Context: an optimization exercise on an open-source flow, tuned for small area and a short achievable clock period. The choices shown serve that exercise and are no tape-out recipe.
Function was checked by simulation only, so behaviour that the tests miss may differ from the original.
Power figures rest on the tool's default switching activity, not on a simulated workload.

==> flow/design.v (excerpt) <==
module pipelined_fpadder (a,b,sub,rm,s,clk,clrn,e);
	input clk, clrn;
	input [15:0] a, b;
	input [1:0] rm;
	input sub;
	input e;
	output reg [15:0] s;
	wire [4:0] ea = a[14:10];
	wire [4:0] eb = b[14:10];
	wire ha = |ea;
	wire hb = |eb;
	wire [10:0] ma = {ha, a[9:0]};
	wire [10:0] mb = {hb, b[9:0]};
	wire [4:0] ee = ea + eb + 5'd17;           
	wire a_ff = &ea, b_ff = &eb;
	wire a_f0 = ~|a[9:0], b_f0 = ~|b[9:0];
	wire a_inf = a_ff & a_f0, b_inf = b_ff & b_f0;
	wire a_nan = a_ff & ~a_f0, b_nan = b_ff & ~b_f0;
	wire is_inf = a_inf | b_inf;
	wire is_nan = a_nan | b_nan | ((sub ^ a[15] ^ b[15]) & a_inf & b_inf);
	wire [8:0] nan9 = (a[8:0] > b[8:0]) ? a[8:0] : b[8:0];
	function [3:0] lz10;
		input [9:0] f;
		reg [15:0] g;
		reg [7:0] h8;
		reg [3:0] h4;
		reg [1:0] h2;
		reg z8, z4, z2;
		begin
			g = {f, 6'b111111};
			z8 = ~|g[15:8];
			h8 = z8 ? g[7:0] : g[15:8];
			z4 = ~|h8[7:4];
			h4 = z4 ? h8[3:0] : h8[7:4];
			z2 = ~|h4[3:2];
			h2 = z2 ? h4[1:0] : h4[3:2];
			lz10 = {z8, z4, z2, ~h2[1]};
		end
	endfunction
	wire [3:0] za = lz10(a[9:0]);
	wire [3:0] zb = lz10(b[9:0]);
	wire ez = ~|ee;
	wire [4:0] mm = {ee[4:1], ee[0] | ez};     
	wire [3:0] mc = mm[4] ? 4'd15 : mm[3:0];
	wire [3:0] zs = ha ? zb : za;
	wire [4:0] l1 = {1'b0, zs} + 5'd1;
	wire x1 = l1 < mm;
	wire [3:0] sh1 = x1 ? l1[3:0] : mc;
	wire [4:0] eb_1 = x1 ? ee - {1'b0, zs} : {4'd0, ~ez};
	wire [4:0] zz = {1'b0, za} + {1'b0, zb};
	wire x2 = zz < 5'd15;
	wire [3:0] sh2 = (zz > 5'd13) ? 4'd15 : zz[3:0] + 4'd2;
	wire [4:0] eb_2 = x2 ? 5'd16 - zz : 5'd1;
	wire both = ~ha & ~hb;
	wire none = ha & hb;
	wire ll_lt = none | (both ? x2 : x1);
	wire [3:0] shc = none ? 4'd0 : both ? sh2 : sh1;
	wire [4:0] eb1 = none ? ee + 5'd1 : both ? eb_2 : eb_1;
	wire [14:0] ps, pk;
	wire pcin;
	fp_mul11 mul (.x(ma), .y(mb), .s_hi(ps), .k_hi(pk), .cin(pcin));
	reg [13:0] r_ps, r_pk;
	reg r_cin;
	reg [4:0] r_eb;
	reg [3:0] r_sh;
	reg [1:0] r_rm;
	reg r_sign, r_x, r_nan, r_inf;
  ...
clock: 7.0 ns
lec_check: 0
cap_margin: 20
core_margin: 2
core_utilization: 40
setup_slack_margin: 0.3
slew_margin: 20
synth_hierarchical: 1
run.sh (not shown) runs the stock make flow with config.mk's settings and CLKGATE_MAP_FILE= SYNTH_SCRIPT=/design/flow/synth_recipe.tcl, a recipe that flattens the netlist after the stock synthesis.
Next try:
Settings changed: ABC_AREA set to 1.
After rerunning: First-iteration DRC count came out higher by 13%. Worst setup slack gets better by 0.40 ns. Global-route usage goes up by 0.24 points. Clock skew climbs by 0.0045 ns. Sequential cell count does not change. Wire length climbs by 2.8%. Cell area rises by 1.1%. Non-clock buffer count fell by 1. Power shrinks by 22%. Via count came out higher by 11%.
Next try:
Settings changed: CORE_UTILIZATION 40 to 60.
After rerunning:
- cell count shrinks by 7.7%
- clock-buffer cell count grows by 2
- worst setup slack loses 0.016 ns
- total power went up by 0.42%

---

pipelined_fpadder, a different RTL version from the one above (not shown whole).
Size: roughly 0.0088 sq mm of cells after synthesis.
export LEC_CHECK = 0
export ABC_AREA = 1
export CAP_MARGIN = 20
export CORE_MARGIN = 2
export CORE_UTILIZATION = 40
export CTS_BUF_LIST = sky130_fd_sc_hd__clkbuf_8
export SETUP_SLACK_MARGIN = 2.2
export SLEW_MARGIN = 20
export SYNTH_HIERARCHICAL = 1
create_clock -name core_clock -period 7.0 [get_ports {clk}]
standard.sh (not shown) runs the stock make flow with config.mk's settings and CLKGATE_MAP_FILE= SYNTH_SCRIPT=/design/flow/synth_recipe.tcl, a recipe that flattens the netlist after the stock synthesis.
==> flow/flow/run.sh <==
#!/bin/bash
# The standard layout, with plain buffers (not delay buffers) on the ports.
set -euo pipefail
bash standard.sh "BUFFER_PORTS_ARGS=-buffer_cell sky130_fd_sc_hd__buf_1" finish > make_finish.log 2>&1
Next try:
==> flow/flow/run.sh (replaced) <==
#!/bin/bash
# The standard layout, with plain buffers (not delay buffers) on the ports.
set -euo pipefail
bash standard.sh "BUFFER_PORTS_ARGS=-buffer_cell sky130_fd_sc_hd__buf_2" finish > make_finish.log 2>&1
Settings changed: CORE_UTILIZATION 40 to 55, PLACE_DENSITY from default to 0.75, SETUP_SLACK_MARGIN 2.2 to 2.5.
What happened: Final area fell by 0.95%; synthesized cell count is unchanged; core utilization goes up by 16 points; wire length is lower by 1.7%; global-route usage is higher by 7.0 points; sequential share of layout area came out higher by 0.18 points; non-clock buffer count shrinks by 11.

---

pipelined_fpadder, a different RTL version from the one above (not shown whole).
Size: roughly 930 cells after synthesis, about 46 flip-flops, roughly 54 I/O pins, ~8100 um2 of cells after synthesis.
==> flow/design.v (excerpt) <==
module pipelined_fpadder (a,b,sub,rm,s,clk,clrn,e);
	input clk, clrn;
	input [15:0] a, b;
	input [1:0] rm;
	input sub;
	input e;
	output reg [15:0] s;
	wire [4:0] ea = a[14:10];
	wire [4:0] eb = b[14:10];
	wire ha = |ea;
	wire hb = |eb;
	wire [10:0] ma = {ha, a[9:0]};
	wire [10:0] mb = {hb, b[9:0]};
	wire [4:0] ee = ea + eb + 5'd17;           
	wire a_ff = &ea, b_ff = &eb;
	wire a_f0 = ~|a[9:0], b_f0 = ~|b[9:0];
	wire a_inf = a_ff & a_f0, b_inf = b_ff & b_f0;
	wire a_nan = a_ff & ~a_f0, b_nan = b_ff & ~b_f0;
	wire is_inf = a_inf | b_inf;
	wire is_nan = a_nan | b_nan | ((sub ^ a[15] ^ b[15]) & a_inf & b_inf);
	wire [8:0] nan9 = (a[8:0] > b[8:0]) ? a[8:0] : b[8:0];
	function [3:0] lzc11;
		input [10:0] m;
		integer i;
		begin
			lzc11 = 4'd11;
			for (i = 0; i <= 10; i = i + 1)
				if (m[i]) lzc11 = 4'd10 - i;
		end
	endfunction
	wire [3:0] la = lzc11(ma);
	wire [3:0] lb = lzc11(mb);
	wire [4:0] ll = la + lb;
	wire [4:0] mm = (ee == 5'd0) ? 5'd1 : ee;  
	wire ll_lt = ll < mm;
	wire [4:0] sh = ll_lt ? ll : mm;           
	wire [3:0] shc = (sh > 5'd15) ? 4'd15 : sh[3:0];
	wire [4:0] eb1 = ee + 5'd1 - sh;
	wire [14:0] c;
	fp_mul11 mul (.x(ma), .y(mb), .c(c));
	reg [14:0] r_c;
	reg [4:0] r_eb;
	reg [3:0] r_sh;
	reg [1:0] r_rm;
	reg r_sign, r_x, r_nan, r_inf;
	always @(posedge clk or negedge clrn) begin
		if (!clrn) begin
  ...
Settings: LEC_CHECK=0, CAP_MARGIN=20, CORE_MARGIN=2, CORE_UTILIZATION=40, SETUP_SLACK_MARGIN=1.5, SLEW_MARGIN=20, SYNTH_HIERARCHICAL=1; clock period 7.0 ns.
run.sh (not shown) runs the stock make flow with config.mk's settings and CLKGATE_MAP_FILE= SYNTH_SCRIPT=/design/flow/synth_recipe.tcl, a recipe that flattens the netlist after the stock synthesis.
Stock flow here: none of the scripts above is used.
Edit:
Settings changed: SETUP_SLACK_MARGIN 1.5 to 0.3.
Clock power went down by about 2%.
Power went down by 11%.
Final cell count went down by 3.1%.
Cell area went down by about 6.5%.
Setup slack is worse by 0.48 ns.
Utilization went down by 3.3 points.

---

pipelined_fpadder, a different RTL version from the one above (not shown whole).
Size: ~1,200 cells after synthesis, ~54 I/O pins, roughly 0.0090 mm^2 of cells after synthesis.
export LEC_CHECK = 0
export ABC_AREA = 1
export CAP_MARGIN = 20
export CORE_MARGIN = 2
export CORE_UTILIZATION = 40
export SETUP_SLACK_MARGIN = 2.5
export SLEW_MARGIN = 20
export SYNTH_HIERARCHICAL = 1
create_clock -name core_clock -period 7.0 [get_ports {clk}]
standard.sh (not shown) runs the stock make flow with config.mk's settings and CLKGATE_MAP_FILE= SYNTH_SCRIPT=/design/flow/synth_recipe.tcl, a recipe that flattens the netlist after the stock synthesis.
==> flow/flow/run.sh <==
#!/bin/bash
# The standard layout, with plain buffers (not delay buffers) on the ports.
set -euo pipefail
bash standard.sh "BUFFER_PORTS_ARGS=-buffer_cell sky130_fd_sc_hd__buf_1" finish > make_finish.log 2>&1
==> next run, changes <==
- SETUP_SLACK_MARGIN: 2.5 -> 0.3
=>
- power went down by about 2.2%
- routed wire length went down by about 1.5%
- flip-flop and latch count is unchanged
- global-route usage does not change
- fmax went down by about 11%
==> next run, changes <==
- SETUP_SLACK_MARGIN: 0.3 -> 3.5
Outcome: Utilization grows by 12 points. Combinational power grows by well over a third. Sequential share of layout area shrinks by 4.0 points. Hold slack gets worse by 6.2 ps.
==> next run, changes <==
- SETUP_SLACK_MARGIN: 3.5 -> 3.0
=> Die area is unchanged; hold slack hardly moves; maximum frequency grows by 2.1%; global-route usage shrinks by 2.6 points; cell area shrinks by 6.9%; via count shrinks by 5.3%; total power shrinks by 6.0%; critical path depth shrinks by 2; sequential cell count stays the same; utilization shrinks by 3.8 points.
==> next run, changes <==
==> flow/run.sh (new file) <==
#!/bin/bash
# synth_recipe.tcl (not shown) runs the flow's synth.tcl, then flattens the netlist and writes it again
# the make line also repeats each setting of config.mk as NAME=value (left out here)
make -C /OpenROAD-flow-scripts/flow DESIGN_CONFIG=/design/flow/config.mk WORK_HOME=/design/flow/orfs CLKGATE_MAP_FILE= SYNTH_SCRIPT=/design/flow/synth_recipe.tcl finish
- SETUP_SLACK_MARGIN: 3.0 -> 0.3
removed: flow/flow/run.sh
removed: flow/standard.sh
After rerunning: The new run finished clean; non-clock buffer count fell by 72; power fell by 16%; wire length fell by 12%; setup slack degrades by 1200 ps.

---

== v43 ==
RTL: one of the versions met above, not the one the previous note started from.
Size: roughly 940 cells after synthesis, ~54 I/O pins, roughly 8800 um2 of cells after synthesis.
Settings: LEC_CHECK=0, ABC_AREA=0, CAP_MARGIN=20, CORE_MARGIN=2, CORE_UTILIZATION=40, CTS_BUF_LIST=sky130_fd_sc_hd__clkbuf_8, SETUP_SLACK_MARGIN=2.5, SLEW_MARGIN=20, SYNTH_HIERARCHICAL=1; clock period 7.0 ns.
==> flow/flow/run.sh <==
#!/bin/bash
# The standard layout, with plain buffers (not delay buffers) on the ports.
set -euo pipefail
bash standard.sh "BUFFER_PORTS_ARGS=-buffer_cell sky130_fd_sc_hd__buf_1" finish > make_finish.log 2>&1
v43: flow completed, timing, DRC and antenna clean
Modified inputs, v34 compared to v43
# v43
export LEC_CHECK = 0
export ABC_AREA = 0
export CAP_MARGIN = 20
export CORE_MARGIN = 2
export CORE_UTILIZATION = 40
export CTS_BUF_LIST = sky130_fd_sc_hd__clkbuf_8
export SETUP_SLACK_MARGIN = 2.5
export SLEW_MARGIN = 20
export SYNTH_HIERARCHICAL = 1
create_clock -name core_clock -period 7.0 [get_ports {clk}]
# v34
export LEC_CHECK = 0
export ABC_AREA = 1
export CAP_MARGIN = 20
export CORE_MARGIN = 2
export CORE_UTILIZATION = 40
export CTS_BUF_LIST = sky130_fd_sc_hd__clkbuf_8
export SETUP_SLACK_MARGIN = 2.5
export SLEW_MARGIN = 20
export SYNTH_HIERARCHICAL = 1
create_clock -name core_clock -period 7.0 [get_ports {clk}]
==> run notes <==
v34 ends up with lower worst ir drop on vdd than v43 does. Comparing v34 and v43, the higher maximum frequency was measured on v34. Re die extent in y: v34 is 0.38% down on v43. In v34 the effective utilization at floorplan turned out 0.19 points lower than in v43. v34 vs v43 — proportion of total power due to net switching rose 4.3 points. Higher worst setup slack was reported by v34, not v43. On minimum setup slack after placement, v43 loses to v34. For final-stage net count, dividing the value from v43 by the value from v34 gives 0.861. Clock latency reported for the late side of the worst-skew pair: v34 vs v43 — no meaningful difference. Compared with v43, v34 shows a lower worst-case hold slack. The total power of v34 was inferior to that of v43.
Setup changes, v34 to v1
# v34
export LEC_CHECK = 0
export ABC_AREA = 1
export CAP_MARGIN = 20
export CORE_MARGIN = 2
export CORE_UTILIZATION = 40
export CTS_BUF_LIST = sky130_fd_sc_hd__clkbuf_8
export SETUP_SLACK_MARGIN = 2.5
export SLEW_MARGIN = 20
export SYNTH_HIERARCHICAL = 1
create_clock -name core_clock -period 7.0 [get_ports {clk}]
# v1
export LEC_CHECK = 0
export ABC_AREA = 1
export CAP_MARGIN = 20
export CORE_MARGIN = 2
export CORE_UTILIZATION = 55
export CTS_BUF_LIST = sky130_fd_sc_hd__clkbuf_8
export PLACE_DENSITY = 0.75
export SETUP_SLACK_MARGIN = 2.6
export SLEW_MARGIN = 20
export SYNTH_HIERARCHICAL = 1
create_clock -name core_clock -period 7.0 [get_ports {clk}]
- Compared with v34, v1 ends up with a smaller final cell area.
- v1 finished every step from synthesis to the final layout, and the layout passed the timing, DRC and antenna checks.
- Maximum number of pins on one net before global-route repair: v1 higher than v34
- Looking only at sequential share of layout area, and setting everything else aside, the higher value of v1 and v34 goes to v1.
- Compared to v34, v1 was floorplanned on a smaller die.
- Taking v34 as the reference point, the count of standard-cell rows of v1 falls by 8.
- In v1 the clock share of power turned out 0.6 points lower than in v34.
- On final period demand of the worst path: between v1 and v34, it ends up lower for v34.
- Looking at v1 and v34, the clock network contribution to total cell area is a wash.
- [v1 vs v34] part of the power in combinational logic: higher in v1
Edits applied to the flow inputs when going from v1 to v3:
# v1
export LEC_CHECK = 0
export ABC_AREA = 1
export CAP_MARGIN = 20
export CORE_MARGIN = 2
export CORE_UTILIZATION = 55
export CTS_BUF_LIST = sky130_fd_sc_hd__clkbuf_8
export PLACE_DENSITY = 0.75
export SETUP_SLACK_MARGIN = 2.6
export SLEW_MARGIN = 20
export SYNTH_HIERARCHICAL = 1
create_clock -name core_clock -period 7.0 [get_ports {clk}]
# v3
export LEC_CHECK = 0
export ABC_AREA = 1
export CAP_MARGIN = 20
export CORE_MARGIN = 2
export CORE_UTILIZATION = 55
export CTS_BUF_LIST = sky130_fd_sc_hd__clkbuf_8
export PLACE_DENSITY = 0.9
export SETUP_SLACK_MARGIN = 2.5
export SLEW_MARGIN = 20
export SYNTH_HIERARCHICAL = 1
create_clock -name core_clock -period 7.0 [get_ports {clk}]
--- outcome ---
NOTE count of plain and timing-repair buffers in the layout v1->v3 increased by more than 10%. Comparing v1 against v3, there is no change at all in clock sink total. v3 vs v1, area of combinational cells with multiple inputs went up by about 1.9%. Maximum frequency: higher on v1.

---

## try-pepper
pipelined_fpadder again, from the RTL that the note above started with.
Settings: LEC_CHECK=0, ABC_AREA=1, CAP_MARGIN=20, CORE_MARGIN=2, CORE_UTILIZATION=40, CTS_BUF_LIST=sky130_fd_sc_hd__clkbuf_8, SETUP_SLACK_MARGIN=2.8, SLEW_MARGIN=20, SYNTH_HIERARCHICAL=1; clock period 7.0 ns.
Scripts as last shown in full above: flow/flow/run.sh
--- input diff try-pepper..try-garnet ---
# try-pepper
export LEC_CHECK = 0
export ABC_AREA = 1
export CAP_MARGIN = 20
export CORE_MARGIN = 2
export CORE_UTILIZATION = 40
export CTS_BUF_LIST = sky130_fd_sc_hd__clkbuf_8
export SETUP_SLACK_MARGIN = 2.8
export SLEW_MARGIN = 20
export SYNTH_HIERARCHICAL = 1
create_clock -name core_clock -period 7.0 [get_ports {clk}]
# try-garnet
export LEC_CHECK = 0
export ABC_AREA = 1
export CAP_MARGIN = 20
export CORE_MARGIN = 2
export CORE_UTILIZATION = 40
export CTS_BUF_LIST = sky130_fd_sc_hd__clkbuf_4
export SETUP_SLACK_MARGIN = 2.5
export SLEW_MARGIN = 20
export SYNTH_HIERARCHICAL = 1
create_clock -name core_clock -period 7.0 [get_ports {clk}]
--- outcome ---
Maximum number of pins on one net before global-route repair (try-pepper / try-garnet): 1.08
try-garnet: last weighted congestion value of the routability-driven placer is about 0.9% lower than what try-pepper reported.
The run showing the greater combinational power is try-pepper.
Number of instances on the worst hold path: try-pepper vs try-garnet identical
Count of clock-buffer cells in the layout for try-garnet: 1 up relative to try-pepper
Final cell count without fillers (try-garnet vs. try-pepper) decreases by a few percent
try-pepper reports its critical path's slowest cell as sky130_fd_sc_hd__edfxtp_1 while try-garnet reports sky130_fd_sc_hd__fa_1.
try-pepper and try-garnet ended up with roughly the same fraction of power spent switching nets.
Register-to-register slack for try-garnet: 100 ps down relative to try-pepper
try-garnet improves on try-pepper in static leakage.
As far as residual antenna-violating net count after detailed routing is concerned, try-garnet and try-pepper perform about the same.
Global-route usage across try-pepper and try-garnet: no real change.
Inputs modified between try-garnet and try-yarrow:
# try-garnet
export LEC_CHECK = 0
export ABC_AREA = 1
export CAP_MARGIN = 20
export CORE_MARGIN = 2
export CORE_UTILIZATION = 40
export CTS_BUF_LIST = sky130_fd_sc_hd__clkbuf_4
export SETUP_SLACK_MARGIN = 2.5
export SLEW_MARGIN = 20
export SYNTH_HIERARCHICAL = 1
create_clock -name core_clock -period 7.0 [get_ports {clk}]
# try-yarrow
export LEC_CHECK = 0
export ABC_AREA = 1
export CAP_MARGIN = 20
export CORE_MARGIN = 2
export CORE_UTILIZATION = 65
export CTS_BUF_LIST = sky130_fd_sc_hd__clkbuf_8
export PLACE_DENSITY = 0.85
export SETUP_SLACK_MARGIN = 2.5
export SLEW_MARGIN = 20
export SYNTH_HIERARCHICAL = 1
create_clock -name core_clock -period 7.0 [get_ports {clk}]
[summary]
Startpoint of the worst setup timing path = r_e[4]: try-yarrow; startpoint of the worst setup timing path = b[8]: try-garnet. Taking try-garnet as the reference point, the number of global-route vias before repair of try-yarrow rises by 2.3%. Going from try-garnet to try-yarrow, core occupancy in the finished layout now sits higher, clock-pin transition on the worst setup and hold timing paths now sits at about the same level. Compared with try-garnet, try-yarrow shows net total in the final layout that has gone down slightly.
Modified inputs, try-ember compared to try-yarrow
# try-yarrow
export LEC_CHECK = 0
export ABC_AREA = 1
export CAP_MARGIN = 20
export CORE_MARGIN = 2
export CORE_UTILIZATION = 65
export CTS_BUF_LIST = sky130_fd_sc_hd__clkbuf_8
export PLACE_DENSITY = 0.85
export SETUP_SLACK_MARGIN = 2.5
export SLEW_MARGIN = 20
export SYNTH_HIERARCHICAL = 1
create_clock -name core_clock -period 7.0 [get_ports {clk}]
# try-ember
export LEC_CHECK = 0
export ABC_AREA = 1
export CAP_MARGIN = 20
export CORE_MARGIN = 2
export CORE_UTILIZATION = 40
export SETUP_SLACK_MARGIN = 2.5
export SLEW_MARGIN = 20
export SYNTH_HIERARCHICAL = 1
create_clock -name core_clock -period 7.0 [get_ports {clk}]
--- outcome ---
In try-ember relative to try-yarrow, filler cell count in the final layout had gone up by more than 100%. Routed wire length was higher in try-ember than in try-yarrow. When the final numbers for try-yarrow and try-ember were put side by side, the die outline area turned out to be greater in try-ember. Comparing try-yarrow and try-ember, clock tree buffer count of the final layout is lower on try-yarrow. First-iteration DRC count, try-yarrow and try-ember: higher on try-yarrow. In try-ember relative to try-yarrow, final routed wire length divided by cell count had gone down by a little under 10%. Re via count of the routed design: try-ember is about 4% down on try-yarrow. Combinational power ends up lower on try-yarrow.
The following lists how try-sierra was set up differently from try-ember:
# try-ember
export LEC_CHECK = 0
export ABC_AREA = 1
export CAP_MARGIN = 20
export CORE_MARGIN = 2
export CORE_UTILIZATION = 40
export SETUP_SLACK_MARGIN = 2.5
export SLEW_MARGIN = 20
export SYNTH_HIERARCHICAL = 1
create_clock -name core_clock -period 7.0 [get_ports {clk}]
# try-sierra
export LEC_CHECK = 0
export ABC_AREA = 1
export CAP_MARGIN = 20
export CORE_MARGIN = 2
export CORE_UTILIZATION = 55
export CTS_BUF_LIST = sky130_fd_sc_hd__clkbuf_8
export PLACE_DENSITY = 0.75
export SETUP_SLACK_MARGIN = 2.4
export SLEW_MARGIN = 20
export SYNTH_HIERARCHICAL = 1
create_clock -name core_clock -period 7.0 [get_ports {clk}]
Notes after the runs:
try-sierra improves on try-ember in area inside the core boundary. Against try-ember as the reference, try-sierra delivers a lower via count. Taking try-ember as the reference, in try-sierra sequential fraction of total cell area increased 1.2 points, utilization after layout higher, via density per instance increased by about 6% relative to the old numbers, largest net degree at the start of global routing picked up an extra about 17%, wire length per cell after detailed routing lost 0.099 um. Relative to try-ember, the met3 track demand over resource in global routing of try-sierra is higher by 1.4 points. try-sierra against try-ember: number of non-clock buffers in the layout dropped 26%, placement-stage worst setup slack climbed 78 ps.

-- static timing again, ports no longer ideal --
The flow's constraints put no driver on any port. The routed layouts listed below were extracted and timed again, unchanged, in two steps.
Step 1 sets driving cells, clkbuf_16 on the clock port and buf_2 on the other inputs (assumed; they add their load-dependent delay and slew).
Step 2 adds t to the input delays and takes it off the output delays; t is the mean of the earliest and latest rising clock arrival at the registers after step 1. Input paths then give back, and output paths get back, about the clock's delay inside the block.
Slacks: ideal / step 1 / step 2; pairs: ideal / step 1.
run | shift t [ns] | slack for setup (ns) | latest minus earliest clock arrival (ns)
the first run of note 1 | 0.376 | 1.219 / 1.237 / 0.862 | 0.011 / 0.011
the second run of note 1 | 0.368 | 1.621 / 1.639 / 1.271 | 0.013 / 0.013
the third run of note 1 | 0.369 | 1.605 / 1.621 / 1.251 | 0.009 / 0.009
the first run of note 2 | 0.386 | 2.514 / 2.529 / 2.143 | 0.016 / 0.017
the second run of note 2 | 0.389 | 2.727 / 2.743 / 2.354 | 0.014 / 0.014
the first run of note 3 | 0.329 | 1.027 / 1.023 / 0.695 | 0.009 / 0.009
the second run of note 3 | 0.328 | 0.547 / 0.561 / 0.233 | 0.009 / 0.010
the first run of note 4 | 0.366 | 2.708 / 2.718 / 2.351 | 0.009 / 0.009
the second run of note 4 | 0.366 | 2.152 / 2.164 / 1.798 | 0.010 / 0.011
the third run of note 4 | 0.376 | 2.866 / 2.845 / 2.470 | 0.013 / 0.013
the fourth run of note 4 | 0.366 | 2.950 / 2.940 / 2.573 | 0.015 / 0.015
the fifth run of note 4 | 0.365 | 1.780 / 1.802 / 1.437 | 0.007 / 0.007
v43 | 0.389 | 2.333 / 2.333 / 2.249 | 0.029 / 0.029
v34 | 0.385 | 2.751 / 2.760 / 2.375 | 0.018 / 0.017
v1 | 0.385 | 2.747 / 2.763 / 2.379 | 0.021 / 0.021
v3 | 0.383 | 2.370 / 2.370 / 2.227 | 0.015 / 0.015
try-pepper | 0.387 | 2.839 / 2.839 / 2.559 | 0.019 / 0.019
try-garnet | 0.457 | 2.710 / 2.713 / 2.256 | 0.026 / 0.025
try-yarrow | 0.380 | 2.585 / 2.585 / 2.331 | 0.019 / 0.020
try-ember | 0.378 | 2.731 / 2.750 / 2.372 | 0.007 / 0.007
try-sierra | 0.386 | 2.532 / 2.543 / 2.157 | 0.020 / 0.020
After both steps setup and hold are still met in every run listed. For try-garnet, which loses most, drivers alone change the setup slack by +0.003 ns; drivers and shift together by -0.454 ns.
